This is an optimization exercise on Yosys and OpenROAD, whose aim is small area, a short achievable clock period and few clock cycles, not a production implementation.
Only simulation tests tie the RTL to the original design; equivalence was not proved.
Power figures rest on the tool's default switching activity, not on a simulated workload.

File: flow/config.mk
export PLATFORM = sky130hd
export DESIGN_NAME = JAM
export DESIGN_NICKNAME = JAM
export VERILOG_FILES = /design/flow/design.v
export SDC_FILE = /design/flow/constraint.sdc
export NUM_CORES = 4
export LEC_CHECK = 0
export CAP_MARGIN = 20
export CORE_MARGIN = 2
export CORE_UTILIZATION = 40
export SETUP_SLACK_MARGIN = 3.3
export SLEW_MARGIN = 20
File: flow/constraint.sdc
create_clock -name core_clock -period 7.0 [get_ports {CLK}]
set_input_delay 1.4000 -clock core_clock [delete_from_list [all_inputs] [get_ports {CLK}]]
set_output_delay 1.4000 -clock core_clock [all_outputs]
set_load 0.01 [all_outputs]
File: flow/design.v
module JAM (
input CLK,
input RST,
output reg [2:0] W,
output reg [2:0] J,
input [6:0] Cost,
output reg [3:0] MatchCount,
output reg [9:0] MinCost,
output reg Valid );
localparam ST_HUNG  = 3'd0;
localparam ST_TIGHT = 3'd1;
localparam ST_RED   = 3'd2;
localparam ST_RYS   = 3'd3;
localparam ST_DONE  = 3'd4;
localparam [7:0] INF = 8'hff;
reg [2:0]  st;
reg [2:0]  row;           
reg        root;          
reg [63:0] nvf;           
reg [63:0] mvf;           
reg [23:0] wayf;          
reg [7:0]  wset;          
reg [23:0] pf;            
reg [7:0]  matched;
reg [7:0]  used;          
reg [7:0]  best;          
reg [2:0]  j1;
reg [7:0]  Kr;            
reg        post, mfr;
reg [2:0]  j1r;           
reg [6:0]  bestr;         
reg        isact;
reg [5:0]  tcnt;          
reg [7:0]  M;             
reg        vA, kA, lA, mA, fA, sA; reg [2:0] cA;
reg        vB, kB, lB, fB; reg [2:0] cB; reg [8:0] YB;
reg        vD, lD;     reg [2:0] cD; reg [7:0] keyD; reg [7:0] mvD;
reg        aact;
reg [2:0]  jj;
reg [7:0]  tmask;
reg [2:0]  trow;
reg        vF, lF, sF;
reg        vQ, lQ, sQ;
reg [2:0]  i0r;           
function [3:0] pc8;
  input [7:0] x;
  pc8 = x[0] + x[1] + x[2] + x[3] + x[4] + x[5] + x[6] + x[7];
endfunction
function [3:0] mul4;
  input [3:0] a, b;
  mul4 = a * b;
endfunction
function any4;
  input [3:0] x;
  any4 = |x;
endfunction
function two4;
  input [3:0] x;
  two4 = (x[0] & x[1]) | (x[2] & x[3]) | ((x[0] | x[1]) & (x[2] | x[3]));
endfunction
function [2:0] ctz8;
  input [7:0] x;
  casez (x)
    8'b???????1: ctz8 = 3'd0;
    8'b??????10: ctz8 = 3'd1;
    8'b?????100: ctz8 = 3'd2;
    8'b????1000: ctz8 = 3'd3;
    8'b???10000: ctz8 = 3'd4;
    8'b??100000: ctz8 = 3'd5;
    8'b?1000000: ctz8 = 3'd6;
    default:     ctz8 = 3'd7;
  endcase
endfunction
function oneh;
  input [7:0] x;
  oneh = (any4(x[3:0]) ^ any4(x[7:4])) & ~two4(x[3:0]) & ~two4(x[7:4]);
endfunction
wire [63:0] T = mvf;
wire [7:0]  S  = wayf[7:0];
wire [7:0]  Rr = wayf[15:8];
wire [7:0]  Rc = wayf[23:16];
wire [31:0] F  = {nvf[59:56], nvf[51:48], nvf[43:40], nvf[35:32],
                  nvf[27:24], nvf[19:16], nvf[11:8],  nvf[3:0]};
wire [7:0]  Q  = {nvf[15:12], nvf[7:4]};
wire        hung  = (st == ST_HUNG);
wire        tight = (st == ST_TIGHT);
wire       lt_km  = keyD < mvD;
wire       lt_kb  = keyD < best;
wire       lt_mb  = mvD < best;
wire       take   = root || lt_km;
wire [7:0] nm     = take ? keyD : mvD;
wire       upd    = vD && hung && !used[cD];
wire       nlt    = upd && (take ? lt_kb : lt_mb);
wire       dec    = vD && lD && hung;
wire [7:0] bestf  = nlt ? nm : best;
wire [2:0] j1f    = nlt ? cD : j1;
wire       mf     = nlt ? matched[cD] : matched[j1];
wire [2:0] pj1f   = nlt ? pf[cD*3 +: 3] : pf[j1*3 +: 3];
wire       dec_cont = dec && mf;
wire       dec_end  = dec && !mf;
wire       nrow7  = (row == 3'd7);
wire [7:0] oh_d   = 8'd1 << cD;
wire       tfirst = (cD == 3'd0) || lt_kb;
wire [7:0] tmask_n = tfirst ? oh_d : ((keyD == best) ? (tmask | oh_d) : tmask);
wire        hiss = hung && isact && !post;
wire [7:0]  Minit = ~used & ~(8'd1 << j1r);
wire        tiss = tight && isact;
wire        spec = hung && vB && lB && !nrow7;
reg         issue_now;
reg  [2:0]  icol, irow;
reg         ik, il, im, ifw, isp;
always @(*) begin
  issue_now = 1'b0; icol = 3'd0; irow = row; ik = 1'b0; il = 1'b0; im = 1'b1; ifw = 1'b0; isp = 1'b0;
  if (dec_cont) begin
    issue_now = 1'b1; icol = j1f; irow = pj1f; ik = 1'b1; im = 1'b0;
  end else if (dec_end) begin
    issue_now = 1'b1; icol = nrow7 ? 3'd0 : ctz8(M); irow = nrow7 ? 3'd0 : row + 3'd1;
  end else if (post) begin
    issue_now = 1'b1;
    if (mfr) begin
      icol = ctz8(Minit); irow = i0r; im = 1'b0; ifw = 1'b1; il = oneh(Minit);
    end else begin
      icol = nrow7 ? 3'd1 : ctz8(M); irow = nrow7 ? 3'd0 : row + 3'd1;
    end
  end else if (spec) begin
    issue_now = 1'b1; icol = ctz8(~used); irow = row + 3'd1; isp = 1'b1;
  end else if (hiss) begin
    issue_now = 1'b1;
    icol = ctz8(M);
    irow = root ? row : i0r; il = oneh(M); im = root;
  end else if (tiss) begin
    issue_now = 1'b1; icol = tcnt[2:0]; irow = tcnt[5:3]; il = (tcnt == 6'd63);
  end
end
wire [7:0] nvA    = nvf[cA*8 +: 8];
wire       pA     = used[cA];
wire       padd   = mA && pA;
wire       asub   = !mA && !fA;
wire [8:0] Zx     = kA ? ~{2'b0, bestr} : (fA ? 9'd0 : (asub ? ~{Kr[7], Kr} : (pA ? {2'b0, bestr} : 9'd0)));
wire [8:0] Y      = {nvA[7], nvA} + Zx + {8'd0, asub};
wire       nvwe   = vA && (kA || padd);
wire [7:0] KB     = fB ? ~Kr : 8'd0;
wire [9:0] keyB   = {3'd0, Cost} + {YB[8], YB} + {{2{KB[7]}}, KB} + {9'd0, fB};
reg [7:0] fr, csel, mr;
integer r;
always @(*) begin
  fr = 8'd0; csel = 8'd0;
  for (r = 0; r < 8; r = r + 1) begin
    mr = T[r*8 +: 8] & Rc;
    if (Rr[r] && oneh(mr)) begin
      fr[r] = 1'b1;
      csel = csel | mr;
    end
  end
end
wire red_done = (fr == 8'd0);
wire [7:0] S_next = ((S | ~Rc) + 8'd1) & Rc;
reg  [31:0] fac;
always @(*) begin
  for (r = 0; r < 8; r = r + 1)
    fac[r*4 +: 4] = pc8(T[r*8 +: 8] & S) | {3'd0, ~Rr[r]};   
end
wire [3:0] q0 = mul4(mul4(F[3:0],   F[7:4]),   mul4(F[11:8],  F[15:12]));
wire [3:0] q1 = mul4(mul4(F[19:16], F[23:20]), mul4(F[27:24], F[31:28]));
wire [3:0] prod = mul4(Q[3:0], Q[7:4]);
always @(posedge CLK) begin
  if (RST) begin
    st <= ST_HUNG;
    row <= 3'd0; root <= 1'b1;
    nvf <= 64'd0; wset <= 8'd0; matched <= 8'd0; used <= 8'd0;
    best <= INF;
    post <= 1'b0;
    W <= 3'd0; J <= 3'd0;
    vA <= 1'b1; kA <= 1'b0; lA <= 1'b0; cA <= 3'd0; mA <= 1'b1; fA <= 1'b0; sA <= 1'b0;
    isact <= 1'b1; M <= 8'hfe;
    vB <= 1'b0; vD <= 1'b0;
    lB <= 1'b0; lD <= 1'b0;
    aact <= 1'b0;
    vF <= 1'b0; vQ <= 1'b0;
    MinCost <= 10'd0; MatchCount <= 4'd0; Valid <= 1'b0;
  end else begin
    vA <= issue_now; kA <= ik; lA <= il; cA <= icol; mA <= im; fA <= ifw; sA <= isp;
    if (issue_now) begin
      W <= irow; J <= icol;
    end
    if (hiss) M <= M & (M - 8'd1);         
    if (spec) M <= ~(8'd1 << icol);
    if (dec_end && !nrow7) M <= M & (M - 8'd1);
    if (tiss) tcnt <= tcnt + 6'd1;
    if ((hiss && il) || (tiss && tcnt == 6'd63)) isact <= 1'b0;
    vB <= vA && !(sA && dec_cont); kB <= kA; lB <= lA; cB <= cA; fB <= fA; YB <= Y;
    if (nvwe) nvf[cA*8 +: 8] <= Y[7:0];
    if (vA && padd) used[cA] <= 1'b0;
    vD <= vB && !kB; lD <= lB; cD <= cB; keyD <= keyB[8] ? 8'hff : keyB[7:0];
    mvD <= mvf[cB*8 +: 8];
    if (vB && kB) Kr <= keyB[7:0];
    if (upd) begin
      if (take) mvf[cD*8 +: 8] <= keyD;
      if (take && !root) begin
        wayf[cD*3 +: 3] <= j1r;
        wset[cD] <= 1'b1;
      end
      if (nlt) begin
        best <= nm; j1 <= cD;
      end
    end
    post <= dec;
    if (dec) begin
      mfr <= mf; j1r <= j1f; bestr <= bestf[6:0]; i0r <= pj1f;
      isact <= 1'b0;
    end
    if (post) begin
      best <= INF;
      if (root) wset <= 8'd0;
      isact <= !(mfr && il);
      if (mfr) begin
        root <= 1'b0; used[j1r] <= 1'b1;
        M <= Minit & (Minit - 8'd1);
      end else begin
        MinCost <= MinCost + {3'd0, bestr};
        root <= 1'b1;
        tcnt <= 6'd2; M <= M & (M - 8'd1);
        if (nrow7) begin
          st <= ST_TIGHT; trow <= 3'd0;
        end else begin
          row <= row + 3'd1;
          aact <= 1'b1; jj <= j1r;
        end
      end
    end
    if (aact) begin
      matched[jj] <= 1'b1;
      if (wset[jj]) begin
        pf[jj*3 +: 3] <= pf[wayf[jj*3 +: 3]*3 +: 3];
        jj <= wayf[jj*3 +: 3];
      end else begin
        pf[jj*3 +: 3] <= row - 3'd1;
        aact <= 1'b0;
      end
    end
    if (tight && vD) begin
      if (tfirst) best <= keyD;
      tmask <= tmask_n;
      if (cD == 3'd7) begin
        mvf[trow*8 +: 8] <= tmask_n;
        trow <= trow + 3'd1;
        if (trow == 3'd7) begin
          st <= ST_RED; wayf[23:8] <= 16'hffff;
        end
      end
    end
    if (st == ST_RED) begin
      wayf[15:8]  <= Rr & ~fr;
      wayf[23:16] <= Rc & ~csel;
      if (red_done) begin
        st <= ST_RYS; wayf[7:0] <= 8'd0; MatchCount <= 4'd0;
      end
    end
    vF <= 1'b0;
    if (st == ST_RYS) begin
      vF <= 1'b1; sF <= (^S) ^ (^Rc); lF <= (S_next == 8'd0);
      for (r = 0; r < 8; r = r + 1) nvf[r*8 +: 4] <= fac[r*4 +: 4];
      wayf[7:0] <= S_next;
      if (S_next == 8'd0) st <= ST_DONE;
    end
    vQ <= vF; lQ <= lF; sQ <= sF;
    if (vF) begin
      nvf[7:4] <= q0; nvf[15:12] <= q1;
    end
    if (vQ) begin
      MatchCount <= sQ ? MatchCount - prod : MatchCount + prod;
      if (lQ) Valid <= 1'b1;
    end
  end
end
endmodule
File: flow/run.sh
#!/bin/bash
# synth_recipe.tcl (not shown) runs the flow's synth.tcl, then flattens the netlist and writes it again
# the make line also repeats each setting of config.mk as NAME=value (left out here)
make -C /OpenROAD-flow-scripts/flow DESIGN_CONFIG=/design/flow/config.mk WORK_HOME=/design/flow/orfs CLKGATE_MAP_FILE= SYNTH_SCRIPT=/design/flow/synth_recipe.tcl finish
==> flow_results.org, run 1 <==
** Route
- Met3 WL post-DR :: 8440 um
- The first routing iteration left 2233 violations.
- Final routed wire length divided by cell count :: 25.4 um
- Wires add up to 87600 um.
- Met1 wire length :: 35700 um
- In this run the top signal layer used is met4.
- Number of antenna-violating nets in the routed design :: 0
- In the routed layout, each cell is associated on average with a via count of 6.26.
- Post-route DRC violation count :: 0
- The routed layout has 21600 vias.
- Number of detailed-routing iterations run before antenna repair :: 6
- Detailed route wirelength on metal2 :: 39600 um

** Clock network
- Buffers inserted during clock tree synthesis total 41.
- The clock reaches the later pin of the worst-skew pair after 0.61 ns.
- Clock tree from TritonCTS :: done
- CTS H-Tree Depth :: 2
- The clock passes through at most 3 buffers.
- CTS clk-pin slew, worst paths :: 0.06 ns
- Clock tree synthesis selected as its root buffer the cell sky130_fd_sc_hd__clkbuf_16.
- Number of clock sinks seen by CTS :: 344
- Buffers inserted to repair hold after CTS numbered 0.

** Floorplan
- The floorplan step defined a die boundary enclosing 62600 sq um.
- In this run the count of I/O pins placed on the die edge is 30.
- Std-Cell Core Area :: 60100 sq um
- The initialized floorplan defines 90 standard-cell rows.
- Once the floorplan was initialized, standard cells occupied 40.3% of the core.
- Die Y-Extent :: 250 um
- Die extent in x :: 250 um

** Global route
- Pin count of the biggest net entering global routing :: 95
- Residual overflow from global routing :: 0
- Via count of the first global-routing pass :: 20800
- Aggregate global-route resource usage :: 27.2%
- Global-route wire length before repair :: 130000 um
- Antenna violations before repair :: 0

** Timing
- Worst Tran Pin Value :: 1.04 ns
- Setup repair after global routing could not meet its margin everywhere.
- Maximum operating frequency :: 265 MHz
- The worst pin sits at a relative slew slack of 30.6%.
- Hold timing on the final database bottoms out at a slack of 0.451 ns.
- Pins Over Slew Limit :: 0
- # setup viols final :: 0
- The total count of hold-check failures in the final report was 0.
- Part of the cycle the worst path needs :: 54.0%
- Final setup skew :: 0.0482 ns
- The worst path in the final design needs a cycle of 3.78 ns, including I/O delays and setup.
- Post-Route Setup TNS :: 0 ns

** Worst setup path
- STA puts the critical path data arrival time at 4.23 ns.
- STA classifies the critical path startpoint as a flop.
- At the worst endpoint, the required time is 7.45 ns.
- Maximum fanout encountered on the critical timing path :: 6
- Crit Path Category :: flop to flop
- Kind of end point of the critical path :: flop

** Placement
- Buffers placed on the I/O ports in this run total 29.
- Placer's final routability congestion estimate :: 0.979
- The number of placed instances, taps included, is 3281.
- DP HPWL :: 62200 um

** Synth
- Cell area after synthesis :: 24200 sq um
- In this run the mean area of a mapped cell was 9.41 sq um.
- Synthesis produced a netlist with a net count of 2768.
- Number of instances in the synthesized netlist :: 2576
- After synthesis the netlist holds a flip-flop and latch count of 344.
- Sequential elements use 36.4% of the synthesized area.
- Fraction of synthesis flops using an asynchronous set or reset pin :: 0%
- In the synthesized netlist, mux cells make up 8.10% of the area.
- The synthesized netlist devotes 17.1% of its cell area to simple gates.
- In this run, distinct cell masters in the synthesized netlist total 96.
- The synthesized netlist devotes 10.9% of its cell area to adder and majority cells.
- Among all flip-flop cells after synthesis, the most frequent one is sky130_fd_sc_hd__edfxtp_1.
- After Yosys synthesis, XOR and XNOR cells account for 3.98% of the synthesized area.
- Yosys synthesis warning count :: 1
- Count of flip-flops with a built-in enable after synthesis :: 194
- Post-synthesis compound-gate area fraction :: 19.1%
- Largest family of logic cells by synthesized area :: compound AO/OA/AOI/OAI gates

** Layout
- Final non-filler cell total :: 3450
- From synthesis to final layout, the design area changed by 15.1%.
- Post-layout net count :: 2828
- Of the cells placed in the final design, the portion with a size suffix greater than 1 is 14.7%.
- The repair_antennas step left the layout with diodes totalling 0.

** Pwr
- For this design the ratio of total power to cell area is 198 nW/um^2.
- In this run the static leakage power is 10.8 nW.
- Worst vdd rail ir drop :: 170 uV

** Worst hold path
- In this run the worst hold path is classified as flop to flop.

** Run
- Maximum capacitance violations :: 0

** Outcome
- The run finished with no timing, DRC or antenna violations.
per-layer routing:
layer	track usage, %	vias to the layer above
met4	11.3	0
met3	5.18	246
met2	43.0	1206
met1	36.4	10500
li1	-	9604
met5	0.232	-
Yosys cell counts, types with 72 or more instances:
cell type	n	area share [%]
sky130_fd_sc_hd__dfxtp_1	150	12
sky130_fd_sc_hd__nor2_1	165	2.6
sky130_fd_sc_hd__ha_1	139	7.2
sky130_fd_sc_hd__edfxtp_1	194	24
sky130_fd_sc_hd__clkbuf_1	112	1.7
sky130_fd_sc_hd__and2_1	89	2.3
sky130_fd_sc_hd__xnor2_1	72	2.6
sky130_fd_sc_hd__a22oi_1	81	2.5
sky130_fd_sc_hd__a21oi_1	125	2.6
sky130_fd_sc_hd__inv_1	138	2.1
sky130_fd_sc_hd__o21ai_0	97	2.0
sky130_fd_sc_hd__nand2_1	346	5.4
sequential cells by signal, summed over array words and instances (netlist names), 7 cells and up:
name     count
used         8
Kr           8
wayf        24
keyD         8
wset         8
MinCost     10
nvf         64
YB           9
mvf         64
pf          24
matched      8
best         8
M            8
mvD          8
bestr        7
tmask        8
final timing paths:
| path | startpoint | to | slack, ns | cells after the start |
|---|---|---|---|---|
| setup / recovery | keyD[1]$_SDFFCE_PP1N_ | M[6]$_SDFFE_PP1P_ | 3.22 | 15 |
| setup reg to reg | keyD[1]$_SDFFCE_PP1N_ | M[6]$_SDFFE_PP1P_ | 3.22 | 15 |
| hold reg to reg | kB$_DFFE_PN_ | vD$_SDFF_PP0_ | 0.45 | 1 |
| hold / removal | kB$_DFFE_PN_ | vD$_SDFF_PP0_ | 0.45 | 1 |
cell type report:
cell class	instances	area, sq um
clock buffers	60	1120
clock inverters	15	173
fillers	5713	32300
inverters	141	541
multi-input cells	1958	15000
flip-flops and latches	344	8840
well taps	782	978
repair buffers	150	1250
cells by family (layout without fill, tap and decap cells):
logic type / after synthesis / count (layout)
muxes: 136 / 136
and+or+nand+nor: 871 / 871
buffers and inverters: 275 / 366
AOI/OAI and AO/OA: 656 / 657
adders and majority gates: 184 / 184
xor gates and xnor gates: 110 / 110
DFF: 344 / 344
cells in the final DEF (no fill, tap or decap), types with 56 or more instances in the layout:
cell                       instances
sky130_fd_sc_hd__dfxtp_1         142
sky130_fd_sc_hd__a22o_1           56
sky130_fd_sc_hd__o21ai_0          95
sky130_fd_sc_hd__inv_1           134
sky130_fd_sc_hd__and2_1           85
sky130_fd_sc_hd__buf_4           111
sky130_fd_sc_hd__edfxtp_1        194
sky130_fd_sc_hd__a21oi_1         114
sky130_fd_sc_hd__ha_1            131
sky130_fd_sc_hd__xnor2_1          69
sky130_fd_sc_hd__a22oi_1          74
sky130_fd_sc_hd__nand2_1         344
sky130_fd_sc_hd__nand3_1          62
sky130_fd_sc_hd__nor2_1          156
where the power goes:
| part | switching, mW | leakage [nW] | internal [mW] | total [mW] |
|---|---|---|---|---|
| logic | 0.618 | 7.16 | 0.432 | 1.05 |
| clock network | 0.936 | 0.622 | 1.19 | 2.13 |
| registers | 0.134 | 3.07 | 2.22 | 2.35 |
| total | 1.69 | 10.8 | 3.85 | 5.53 |
what timing repair did:
| action | in CTS | in global routing |
|---|---|---|
| buffers inserted | 48 | 43 |
| gates cloned | 0 | 1 |
| pin swaps | 24 | 37 |
| endpoints found under the setup margin | 192 | 125 |
| resized for setup | 54 | 83 |
| endpoints found under the hold margin | 0 | 0 |
metrics by stage:
stage               cell area (sq um)  setup WS, ns  utilization [%]  total power [mW]
floorplan                       24300          3.16                -              2.96
global placement                25200          2.32             41.9              3.27
CTS                             27100          3.25             45.1              5.46
detailed placement              25200          2.21             41.9              3.28
global route                    27900          3.10             46.4              5.72
finish                          27900          3.22             46.4              5.53
critical path: stages (launching register included):
cell	delay [ns]
sky130_fd_sc_hd__edfxtp_1	0.51
sky130_fd_sc_hd__ha_1	0.35
sky130_fd_sc_hd__nand3_2	0.08
sky130_fd_sc_hd__o221a_1	0.29
sky130_fd_sc_hd__o31ai_4	0.33
sky130_fd_sc_hd__a21o_1	0.18
sky130_fd_sc_hd__a21o_4	0.17
sky130_fd_sc_hd__mux2_4	0.34
sky130_fd_sc_hd__o21bai_4	0.20
sky130_fd_sc_hd__o211ai_4	0.26
sky130_fd_sc_hd__nor3_4	0.07
sky130_fd_sc_hd__buf_6	0.17
sky130_fd_sc_hd__buf_6	0.11
sky130_fd_sc_hd__or3_1	0.30
sky130_fd_sc_hd__a31oi_1	0.20
sky130_fd_sc_hd__a31oi_1	0.06
Testbench counts, summed over its fixed seeds: cycles 4,359.
==> inputs of run 2 (changes only) <==
--- a/flow/config.mk
+++ b/flow/config.mk
@@ -8,5 +8,7 @@
 export CAP_MARGIN = 20
 export CORE_MARGIN = 2
 export CORE_UTILIZATION = 40
+export CTS_CLUSTER_DIAMETER = 100
+export CTS_CLUSTER_SIZE = 20
 export SETUP_SLACK_MARGIN = 3.3
 export SLEW_MARGIN = 20
==> flow_results.org, run 2 <==
** Placement
- The placed wire-length estimate is 62200 um (unchanged).
- The final weighted congestion in routability-driven placement came to 0.979 (unchanged).
- Pre-CTS WS :: 2.21 ns (unchanged)
- Placed inst area :: 25200 sq um (unchanged)
- Number of input and output port buffers inserted :: 29 (unchanged)

** Worst setup path
- The worst register-to-register path ends at M[1]$_SDFFE_PP1P_.
- The worst setup path is of the flop to flop kind.
- Critical Path Start Type :: flop
- In this run the critical register-to-register path is launched from keyD[5]$_SDFFCE_PP1N_.
- The signal arrival time at the worst endpoint is 4.23 ns (about the same).
- The cell count of the worst reg-to-reg path came to 12 (-3).
- The largest fanout of any net on the critical path is 6 (unchanged).
- Register-to-register setup slack :: 3.24 ns (+0.02 ns)
- Kind of end point of the critical path :: flop
- Required @ worst endpoint :: 7.47 ns (+0.02 ns)

** Timing
- The final setup slack of the worst path is 3.24 ns (+0.0221 ns).
- Final setup skew :: 0.0326 ns (-0.0156 ns)
- The transition at the pin with the smallest max-transition slack is 1.02 ns (-0.0217 ns).
- The minimum hold slack is 0.452 ns (+0.00184 ns).
- The worst relative slew slack is 32.0% (+1.5 points).
- Final count of hold timing violations :: 0 (unchanged)
- The shortest period the worst path allows is 3.76 ns (-0.0221 ns).
- The setup total negative slack came to 0 ns (unchanged).
- The final worst-path cycle share was 53.7% (-0.32 points).
- Pins Over Slew Limit :: 0 (unchanged)
- Unrepaired setup endpoints after global routing :: true
- The total setup violations reported at the end of the flow is 0 (unchanged).
- The timing-limited maximum frequency is 266 MHz (+0.59%).

** Synth
- Leading cell types by count after synthesis :: 346 x sky130_fd_sc_hd__nand2_1, 194 x sky130_fd_sc_hd__edfxtp_1, 165 x sky130_fd_sc_hd__nor2_1
- Yosys synthesis warning count :: 1 (unchanged)
- The area share of the largest cell type after synthesis came to 24.0% (unchanged).
- The largest total area in the synthesized netlist belongs to sky130_fd_sc_hd__edfxtp_1.
- The synthesized netlist net count is 2768 (unchanged).
- sky130_fd_sc_hd__nand2_1 is the most common cell in the netlist.
- Synthesized area per cell :: 9.41 sq um (unchanged)
- The async set-reset flop share out of synthesis is 0% (unchanged).
- The count of state elements after synthesis came to 344 (unchanged).
- The synthesized cell area came to 24200 sq um (unchanged).
- The fraction of the yosys area taken by sequential cells came to 36.4% (unchanged).
- Number of instances in the synthesized netlist :: 2576 (unchanged)
- By area the synthesized netlist is led by sky130_fd_sc_hd__edfxtp_1 24%, sky130_fd_sc_hd__dfxtp_1 12%, sky130_fd_sc_hd__ha_1 7.2%.
- Count of flip-flops with a built-in enable after synthesis :: 194 (unchanged)
- In the synthesized netlist the dominant register cell turns out to be sky130_fd_sc_hd__edfxtp_1.
- Synth cell types :: 96 (unchanged)

** Route
- The via count of the routed design is 21400 (-0.78%).
- The number of design-rule violations left by the first detailed-router iteration was 2513 (+13%).
- The remaining number of nets flagged by the antenna check after routing is 0 (unchanged).
- The detailed-route wire length came to 86700 um (-0.93%).
- The number of DRC violations after detailed routing is 0 (unchanged).
- The first-pass detailed-route iteration total was 6 (unchanged).
- The routed via count divided by cell count came to 6.27 (+0.12%).
- Final routed wire length divided by cell count :: 25.4 um (about the same)

** Worst hold path
- Hold/Removal Path Class :: flop to flop
- For hold timing, the worst endpoint is vD$_SDFF_PP0_.
- Cell depth of the worst min-delay path :: 1 (unchanged)
- In this run the most critical hold path is launched from kB$_DFFE_PN_.

** Clock network
- The tree is rooted in a sky130_fd_sc_hd__clkbuf_16.
- CTS clk-pin slew, worst paths :: 0.09 ns (+0.03 ns)
- CTS H-Tree Depth :: 1 (-1)
- The sink count of the clock tree is 344 (unchanged).
- Clock tree from TritonCTS :: done
- The clock latency on the worst-skew pair came to 0.58 ns (-0.03 ns).
- The buffer depth of the longest clock path was 3 (unchanged).
- The total CTS buffers is 24 (-41%).

** Layout
- Number of diodes :: 0 (unchanged)
- The final-stage net count was 2811 (-0.60%).
- The final non-filler cell area is 27400 sq um (-1.8%).
- In the layout the commonest cells are 343 x sky130_fd_sc_hd__nand2_1, 194 x sky130_fd_sc_hd__edfxtp_1, 160 x sky130_fd_sc_hd__nor2_1.
- In the final layout, the registers with the most flip-flops are mvf x64, nvf x64.
- Relative area change from synthesis to final layout :: 13.0%
- The library cell used most frequently in the layout, excluding fill and tap cells, is sky130_fd_sc_hd__nand2_1.
- Number of inserted filler cells in the final layout :: 5752 (+0.68%)
- Share of final-layout standard cells stronger than drive strength 1 :: 14.1% (-0.51 points)

** Pwr
- The cell-internal power was 3.35 mW (-13%).
- The net switching power of the design came to 1.57 mW (-7.0%).
- Power share of the sequential group :: 47.7% (+5.2 points)
- The fraction of power consumed by the clock network was 30.8% (-7.7 points).
- The sum of internal, switching and leakage power was 4.92 mW (-11%).
- Worst vdd rail ir drop :: 177 uV (+4.1%)
- P_leak :: 10.6 nW (-2.1%)
- Switching Share :: 31.9% (+1.4 points)
- Combinational fraction of design power :: 21.4% (+2.4 points)
- The power density over the cells was 180 nW/um^2 (-9.4%).

** Floorplan
- Starting utilization of the core area :: 40.3% (unchanged)
- The placeable core region was 60100 sq um (unchanged).
- The boundary pin count was 30 (unchanged).
- The floorplan row count was 90 (unchanged).
- The x dimension of the die came to 250 um (unchanged).
- The area of the die was 62600 sq um (unchanged).
- The die span in y was 250 um (unchanged).

** Global route
- Pin count of the biggest net entering global routing :: 95 (unchanged)
- Residual overflow from global routing :: 0 (unchanged)
- Via count of the first global-routing pass :: 20600 (-1.2%)
- Global-route wire length before repair :: 129000 um (-0.94%)
- Aggregate global-route resource usage :: 26.7% (-0.44 points)
- The initial antenna violation count was 0 (unchanged).

** Run
- Maximum capacitance violations :: 0 (unchanged)

** Outcome
- The flow ran to the end and the layout has no timing, DRC or antenna violations.
[run 2: cell count changes in the layout (fill, tap and decap cells not counted), sizes merged, moves of 2 or more]
| cell | change |
|---|---|
| clkinv | -8 |
| bufinv | -2 |
| clkbuf | -25 |
| inv | +4 |
[run 2: worst max-delay path, cell delays in order, from the launching register on]
cell and delay (ns):
sky130_fd_sc_hd__edfxtp_1 0.53, sky130_fd_sc_hd__ha_4 0.33, sky130_fd_sc_hd__nand4_1 0.16, sky130_fd_sc_hd__o31ai_4 0.43, sky130_fd_sc_hd__nand3_2 0.18, sky130_fd_sc_hd__a21o_4 0.27, sky130_fd_sc_hd__mux2_4 0.34, sky130_fd_sc_hd__o21bai_4 0.20
sky130_fd_sc_hd__o211ai_4 0.26, sky130_fd_sc_hd__mux2_4 0.35, sky130_fd_sc_hd__o21a_4 0.23, sky130_fd_sc_hd__nor4b_4 0.28, sky130_fd_sc_hd__o41ai_2 0.08
[run 2: cell families after synthesis]
kind of cell | Yosys count | share of synthesized area (%)
flops | 344 | 36.4
mux | 136 | 8.10
simple gates | 871 | 17.1
xor+xnor | 110 | 3.98
compound gates | 656 | 19.1
fa+ha+maj | 184 | 10.9
buf+inv | 275 | 4.42
[run 2: stage by stage]
stage	std cells	util [%]
5_1_grt	3419	45.5
4_1_cts	3380	44.3
2_1_floorplan	2576	-
3_3_place_gp	3280	41.9
3_5_place_dp	3281	41.9
6_report	3419	45.5
[run 2: worst max path at each step]
stage                          start                    end  slack [ns]  cells past startpoint
6_report       keyD[5]$_SDFFCE_PP1N_      M[1]$_SDFFE_PP1P_        3.24                     12
5_1_grt        keyD[5]$_SDFFCE_PP1N_      M[7]$_SDFFE_PP1P_        3.14                     14
4_1_cts        keyD[5]$_SDFFCE_PP1N_      M[6]$_SDFFE_PP1P_        3.25                     13
3_5_place_dp   keyD[1]$_SDFFCE_PP1N_      M[1]$_SDFFE_PP1P_        2.21                     12
3_3_place_gp   keyD[1]$_SDFFCE_PP1N_      M[1]$_SDFFE_PP1P_        2.32                     13
2_1_floorplan                Cost[0]  keyD[2]$_SDFFCE_PP1N_        3.16                     13
[run 2: layout make-up]
type / instances / area, sq um / share of cell area, %
clock buffer: 35 / 674 / 2.46
inverter: 141 / 543 / 1.98
sequential: 344 / 8840 / 32.3
multi-input combinational: 1957 / 14900 / 54.6
timing repair buffer: 151 / 1280 / 4.69
tap: 782 / 978 / 3.58
clock inverter: 9 / 100 / 0.366
[run 2: what timing repair did]
item,CTS,global route
pin swaps,21,46
setup buffers,55,36
cloned,0,1
hold buffers,0,0
gates resized for setup,53,89
setup endpoints to repair,192,130
[run 2: routing by layer]
metal / share of wire [%] / global-route usage [%]
met1: 41 / 36.4
met2: 45 / 42.5
met3: 9.3 / 4.48
met4: 4.3 / 10.2
met5: 0 / 0
[run 2: power by group through the flow]
stage / Sequential, mW / Combinational [mW] / Clock (mW)
final: 2.35 / 1.05 / 1.52
after global placement: 2.41 / 0.861 / 0
after floorplan: 2.31 / 0.648 / 0
after CTS: 2.35 / 0.966 / 1.53
after global routing: 2.35 / 1.14 / 1.60
after detailed placement: 2.41 / 0.875 / 0

re-timing with driven ports:
The flow's constraints put no driver on any port. The routed layouts listed below were extracted and timed again, unchanged, in two steps. Step 1 sets driving cells, clkbuf_16 on the clock port and buf_2 on the other inputs (assumed; they add their load-dependent delay and slew). Step 2 moves the port delays by t, midway between the first and last clock arrival at a register: inputs arrive t later, outputs are due t later. That takes back most of the time a late clock gives input paths. Three values: no drivers, after step 1, after step 2; two values: the first two.
run	t, ns	setup slack, ns	worst setup path after step 2	slew at the worst register clock pin (ns)	worst data-port slew with drivers (ns)
run 1	0.643	3.222 / 3.222 / 2.783	input to register	0.07 / 0.07	0.03
run 2	0.627	3.244 / 3.244 / 2.800	input to register	0.10 / 0.10	0.04
After both steps setup and hold are still met in every run listed. For run 2, which loses most, drivers alone change the setup slack by 0.000 ns; drivers and shift together by -0.444 ns.
